From an optimization exercise on the open Yosys and OpenROAD flow, aimed at small area, a short achievable clock period and few clock cycles; shortcuts taken in it are not production practice.
RTL that was checked went through simulation tests only; none was proved equivalent to the original.
Power figures rest on the tool's default switching activity, not on a simulated workload.

==> flow/design.v <==
module MU0(in_data, rst_n, clk,
           out_data, out_address, memrq, rnw);
    input  [15:0] in_data;
    input         rst_n, clk;
    output [15:0] out_data;
    output [11:0] out_address;
    output        memrq, rnw;
    reg  [2:0]  st;
    reg  [15:0] ir;
    reg  [11:0] pc;
    reg  [15:0] acc;
    wire       ex   = (st == 3'b000);
    wire       fe   = st[2];
    wire [3:0] op   = ir[15:12];
    wire       hop  = op[3] | (op[2:0] == 3'b111);
    wire       dop  = ~op[3] & ~op[2];
    wire       jop  = ~op[3] & op[2] & ~(op[1] & op[0]);
    reg        sel;
    assign out_address = sel ? ir[11:0] : pc;
    assign memrq       = fe | (st[1] & ~st[0]) | (ex & ~hop);
    assign rnw         = ~(ex & (op == 4'b0001));
    assign out_data    = acc;
    wire        rs   = (st == 3'b010);
    wire        lda  = fe & ~st[1] & ~st[0];
    wire        useb = fe & (st[1] | ~st[0]);
    wire        sub  = fe &  st[1] &  st[0];
    wire [15:0] a_op = (lda | rs) ? 16'd0 : acc;
    wire [15:0] b_op = (useb ? ir : 16'd0) ^ {16{sub}};
    wire [16:0] sum  = {a_op, 1'b1} + {b_op, sub};
    wire [15:0] acc_n = sum[16:1];
    wire        pc_en = fe | (ex & jop);
    wire [3:0]  nop   = in_data[15:12];
    wire        ntake = (nop[1:0] == 2'b00) |
                        (nop[1:0] == 2'b01 & ~acc_n[15]) |
                        (nop[1:0] == 2'b10 & (|acc_n));
    wire        sel_n = ~(ex & dop) & ~nop[3] & (~nop[2] | ntake);
    always @(posedge clk) begin
        ir  <= in_data;
        acc <= acc_n;
        if (~rst_n) begin
            st  <= 3'b010;
            pc  <= 12'd0;
            sel <= 1'b0;
        end else begin
            sel <= sel_n;
            if (pc_en)
                pc <= out_address + 12'd1;
            case (st)
                3'b000:  st <= hop ? 3'b001 :
                               jop ? 3'b000 : {1'b1, op[1:0]};
                3'b001:  st <= 3'b001;
                3'b011:  st <= 3'b001;
                default: st <= 3'b000;
            endcase
        end
    end
endmodule
export LEC_CHECK = 0
export CAP_MARGIN = 20
export CORE_MARGIN = 2
export CORE_UTILIZATION = 40
export SLEW_MARGIN = 20
create_clock -name core_clock -period 4.5 [get_ports {clk}]
run.sh (not shown) runs the stock make flow with config.mk's settings and CLKGATE_MAP_FILE= SYNTH_SCRIPT=/design/flow/synth_recipe.tcl, a recipe that flattens the netlist after the stock synthesis.
The starting point finished clean.
Testbench counts at the start, summed over its fixed seeds: cycles 33,132.
==> next run, changes <==
==> flow/design.v (replaced) <==
module MU0(in_data, rst_n, clk,
           out_data, out_address, memrq, rnw);
    input  [15:0] in_data;
    input         rst_n, clk;
    output [15:0] out_data;
    output [11:0] out_address;
    output        memrq, rnw;
    reg         ex;      
    reg         fe;      
    reg         rs;      
    reg         ka, ub, sb;
    reg         sel;     
    reg  [15:0] ir;
    reg  [11:0] pc;
    reg  [15:0] acc;
    wire [3:0] op   = ir[15:12];
    wire       hop  = op[3] | (op[2:0] == 3'b111);
    wire       dop  = ~op[3] & ~op[2];
    wire       jop  = ~op[3] & op[2] & ~(op[1] & op[0]);
    assign out_address = sel ? ir[11:0] : pc;
    assign memrq       = fe | rs | (ex & ~hop);
    assign rnw         = ~(ex & (op == 4'b0001));
    assign out_data    = acc;
    wire [15:0] a_op  = ka ? acc : 16'd0;
    wire [15:0] b_op  = ub ? ir  : 16'd0;
    wire [16:0] sum   = {a_op, 1'b1} + {b_op, sb};
    wire [15:0] acc_n = sum[16:1];
    wire        pc_en = fe | (ex & jop);
    wire [3:0]  nop   = in_data[15:12];
    wire        ntake = (nop[1:0] == 2'b00) |
                        (nop[1:0] == 2'b01 & ~acc_n[15]) |
                        (nop[1:0] == 2'b10 & (|acc_n));
    wire        sel_n = ~(ex & dop) & ~nop[3] & (~nop[2] | ntake);
    wire        sub_x = ex & (op == 4'b0011);
    always @(posedge clk) begin
        ir  <= in_data ^ {16{sub_x}};
        acc <= acc_n;
        if (~rst_n) begin
            ex  <= 1'b0;
            fe  <= 1'b0;
            rs  <= 1'b1;
            ka  <= 1'b0;
            ub  <= 1'b0;
            sb  <= 1'b0;
            sel <= 1'b0;
            pc  <= 12'd0;
        end else begin
            ex  <= fe | rs | (ex & jop);
            fe  <= ex & dop;
            rs  <= 1'b0;
            ka  <= ~(ex & (op == 4'b0000));
            ub  <= ex & dop & (op[1:0] != 2'b01);
            sb  <= sub_x;
            sel <= sel_n;
            if (pc_en)
                pc <= out_address + 12'd1;
        end
    end
endmodule
Effect: Routed wire length came out lower by 2.3%. Final area drops by 1.4%. Combinational power came out lower by 51%. Cell count fell by 5.9%. Die area went down by 1.4%. Total power decreases by 13%. Register-to-register slack is better by 210 ps. Non-clock buffer count shrinks by 3.
Testbench counts after the change, summed over its fixed seeds: cycles 33,132.


Setup of red:
MU0, a different RTL version from the one above (not shown whole).
Size in the first run: about 340 cells after synthesis, roughly 51 flip-flops, about 48 I/O pins, about 3000 um^2 of cells after synthesis.
## MU0
module MU0(in_data, rst_n, clk,
           out_data, out_address, memrq, rnw);
==> module MU0, before the edit <==
module MU0(in_data, rst_n, clk,
           out_data, out_address, memrq, rnw);
    input  [15:0] in_data;
    input         rst_n, clk;
    output [15:0] out_data;
    output [11:0] out_address;
    output        memrq, rnw;
    reg         ex;      
    reg         fe;      
    reg         rs;      
    reg         sel;     
    reg         ka;      
    reg         ub;      
    reg         sb;      
    reg  [15:0] ir;
    reg  [11:0] pc;
    reg  [15:0] acc;
    wire [3:0] op   = ir[15:12];
    wire       hop  = op[3] | (op[2:0] == 3'b111);
    wire       dop  = ~op[3] & ~op[2];
    wire       jop  = ~op[3] & op[2] & ~(op[1] & op[0]);
    assign out_address = sel ? ir[11:0] : pc;
    assign memrq       = fe | rs | (ex & ~hop);
    assign rnw         = ~(ex & (op == 4'b0001));
    assign out_data    = acc;
    wire [15:0] a_op  = ka ? acc : 16'd0;
    wire [15:0] b_op  = (ub ? in_data : 16'd0) ^ {16{sb}};
    wire [16:0] sum   = {a_op, 1'b1} + {b_op, sb};
    wire [15:0] acc_n = sum[16:1];
    wire        pc_en = fe | (ex & jop);
    wire        nex   = fe | rs | (ex & jop);
    wire [3:0]  nop   = in_data[15:12];
    wire        neg   = acc[15] & ~rs;
    wire        nz    = (|acc) & ~rs;
    wire        ntake = (nop[1:0] == 2'b00) |
                        (nop[1:0] == 2'b01 & ~neg) |
                        (nop[1:0] == 2'b10 & nz);
    wire        sel_n = ~(ex & dop) & ~nop[3] & (~nop[2] | ntake);
    always @(posedge clk) begin
        ir  <= in_data;
        acc <= acc_n;
        if (~rst_n) begin
            ex  <= 1'b0;
            fe  <= 1'b0;
            rs  <= 1'b1;
            sel <= 1'b0;
            ka  <= 1'b0;
            ub  <= 1'b0;
            sb  <= 1'b0;
            pc  <= 12'd0;
        end else begin
            ex  <= nex;
            fe  <= ex & dop;
            rs  <= 1'b0;
            sel <= sel_n;
            ka  <= ~(nex & (nop == 4'b0000));
            ub  <= nex & ~nop[3] & ~nop[2] & (nop[1:0] != 2'b01);
            sb  <= nex & (nop == 4'b0011);
            if (pc_en)
                pc <= out_address + 12'd1;
        end
    end
endmodule
==> flow/config.mk <==
export PLATFORM = sky130hd
export DESIGN_NAME = MU0
export DESIGN_NICKNAME = MU0
export VERILOG_FILES = /design/flow/design.v
export SDC_FILE = /design/flow/constraint.sdc
export NUM_CORES = 4
export LEC_CHECK = 0
export CAP_MARGIN = 20
export CORE_MARGIN = 2
export CORE_UTILIZATION = 40
export SETUP_SLACK_MARGIN = 2.0
export SLEW_MARGIN = 20
==> flow/constraint.sdc <==
create_clock -name core_clock -period 4.5 [get_ports {clk}]
set_input_delay 0.9000 -clock core_clock [delete_from_list [all_inputs] [get_ports {clk}]]
set_output_delay 0.9000 -clock core_clock [all_outputs]
set_load 0.01 [all_outputs]
standard.sh (not shown) runs the stock make flow with config.mk's settings and CLKGATE_MAP_FILE= SYNTH_SCRIPT=/design/flow/synth_recipe.tcl, a recipe that flattens the netlist after the stock synthesis.
==> flow/flow/run.sh <==
#!/bin/bash
set -euo pipefail
bash standard.sh BUFFER_PORTS_ARGS="-buffer_cell sky130_fd_sc_hd__buf_1" finish > standard.log 2>&1
Testbench counts of red, summed over its fixed seeds: cycles 33,132.
Modified inputs, blue compared to red
--- a/flow/design.v
+++ b/flow/design.v
@@ -7,31 +7,33 @@
     output        memrq, rnw;
     reg         ex;      
     reg         fe;      
     reg         rs;      
     reg         sel;     
+    reg         mrq;     
+    reg         rd;      
     reg         ka;      
     reg         ub;      
     reg         sb;      
     reg  [15:0] ir;
     reg  [11:0] pc;
     reg  [15:0] acc;
     wire [3:0] op   = ir[15:12];
-    wire       hop  = op[3] | (op[2:0] == 3'b111);
     wire       dop  = ~op[3] & ~op[2];
     wire       jop  = ~op[3] & op[2] & ~(op[1] & op[0]);
     assign out_address = sel ? ir[11:0] : pc;
-    assign memrq       = fe | rs | (ex & ~hop);
-    assign rnw         = ~(ex & (op == 4'b0001));
+    assign memrq       = mrq;
+    assign rnw         = rd;
     assign out_data    = acc;
     wire [15:0] a_op  = ka ? acc : 16'd0;
     wire [15:0] b_op  = (ub ? in_data : 16'd0) ^ {16{sb}};
     wire [16:0] sum   = {a_op, 1'b1} + {b_op, sb};
     wire [15:0] acc_n = sum[16:1];
     wire        pc_en = fe | (ex & jop);
     wire        nex   = fe | rs | (ex & jop);
     wire [3:0]  nop   = in_data[15:12];
+    wire        nhop  = nop[3] | (nop[2:0] == 3'b111);
     wire        neg   = acc[15] & ~rs;
     wire        nz    = (|acc) & ~rs;
     wire        ntake = (nop[1:0] == 2'b00) |
                         (nop[1:0] == 2'b01 & ~neg) |
                         (nop[1:0] == 2'b10 & nz);
@@ -42,19 +44,23 @@
         if (~rst_n) begin
             ex  <= 1'b0;
             fe  <= 1'b0;
             rs  <= 1'b1;
             sel <= 1'b0;
+            mrq <= 1'b1;
+            rd  <= 1'b1;
             ka  <= 1'b0;
             ub  <= 1'b0;
             sb  <= 1'b0;
             pc  <= 12'd0;
         end else begin
             ex  <= nex;
             fe  <= ex & dop;
             rs  <= 1'b0;
             sel <= sel_n;
+            mrq <= (ex & dop) | (nex & ~nhop);
+            rd  <= ~(nex & (nop == 4'b0001));
             ka  <= ~(nex & (nop == 4'b0000));
             ub  <= nex & ~nop[3] & ~nop[2] & (nop[1:0] != 2'b01);
             sb  <= nex & (nop == 4'b0011);
             if (pc_en)
                 pc <= out_address + 12'd1;
In blue the clock network fraction of total power turned out 0.3 points lower than in red.
Compared with red, blue shows a lower smallest hold slack.
Layout-stage area growth over the synthesis result came out higher on blue than on red.
Slowest library cell on the worst path: ha_1 -> red, or4b_4 -> blue
The shortest clock period the worst path allows after layout reported for blue is smaller than that of red by 0.081 ns.
Diff red -> blue | maximum vdd drop | up by more than 10%
Against red, blue reports a starting utilization of the core area that is higher.
Diff red -> blue | power density over cell area | down slightly
The final reports for blue and red show die outline height higher in the former.
Going from red to blue, average instance area after synthesis shrinks by 0.28 um^2.
Function not checked in blue: the RTL went through the layout flow alone.

==> port drivers added, routing unchanged <==
No port has a modelled driver above. Below, the same layouts with a new extraction and two added sets of constraints. Step 1 assumes that a clkbuf_16 drives the clock port and a buf_2 every other input. Step 2, shift: input delay + t, output delay - t, t = (earliest + latest rising clock arrival at the registers) / 2. This alone moves slack from input paths to output paths. a / b / c = ideal / step 1 / step 2; a / b = the first two.
| run | t (ns) | setup slack, ns | worst setup path after step 2 | worst register clock-pin slew, ns | worst data-port slew with drivers (ns) |
|---|---|---|---|---|---|
| the first run of note 1 | 0.328 | 1.067 / 1.067 / 1.067 | register to register | 0.10 / 0.10 | 0.03 |
| the second run of note 1 | 0.324 | 1.275 / 1.275 / 1.275 | register to register | 0.10 / 0.10 | 0.03 |
| red | 0.327 | 1.943 / 1.924 / 1.597 | input to register | 0.10 / 0.10 | 0.05 |
| blue | 0.345 | 2.024 / 2.031 / 1.686 | input to register | 0.11 / 0.11 | 0.04 |
After both steps every run listed still meets setup and hold. The setup slack of red, which loses most, moves by -0.019 ns with the drivers and by -0.346 ns with both steps.
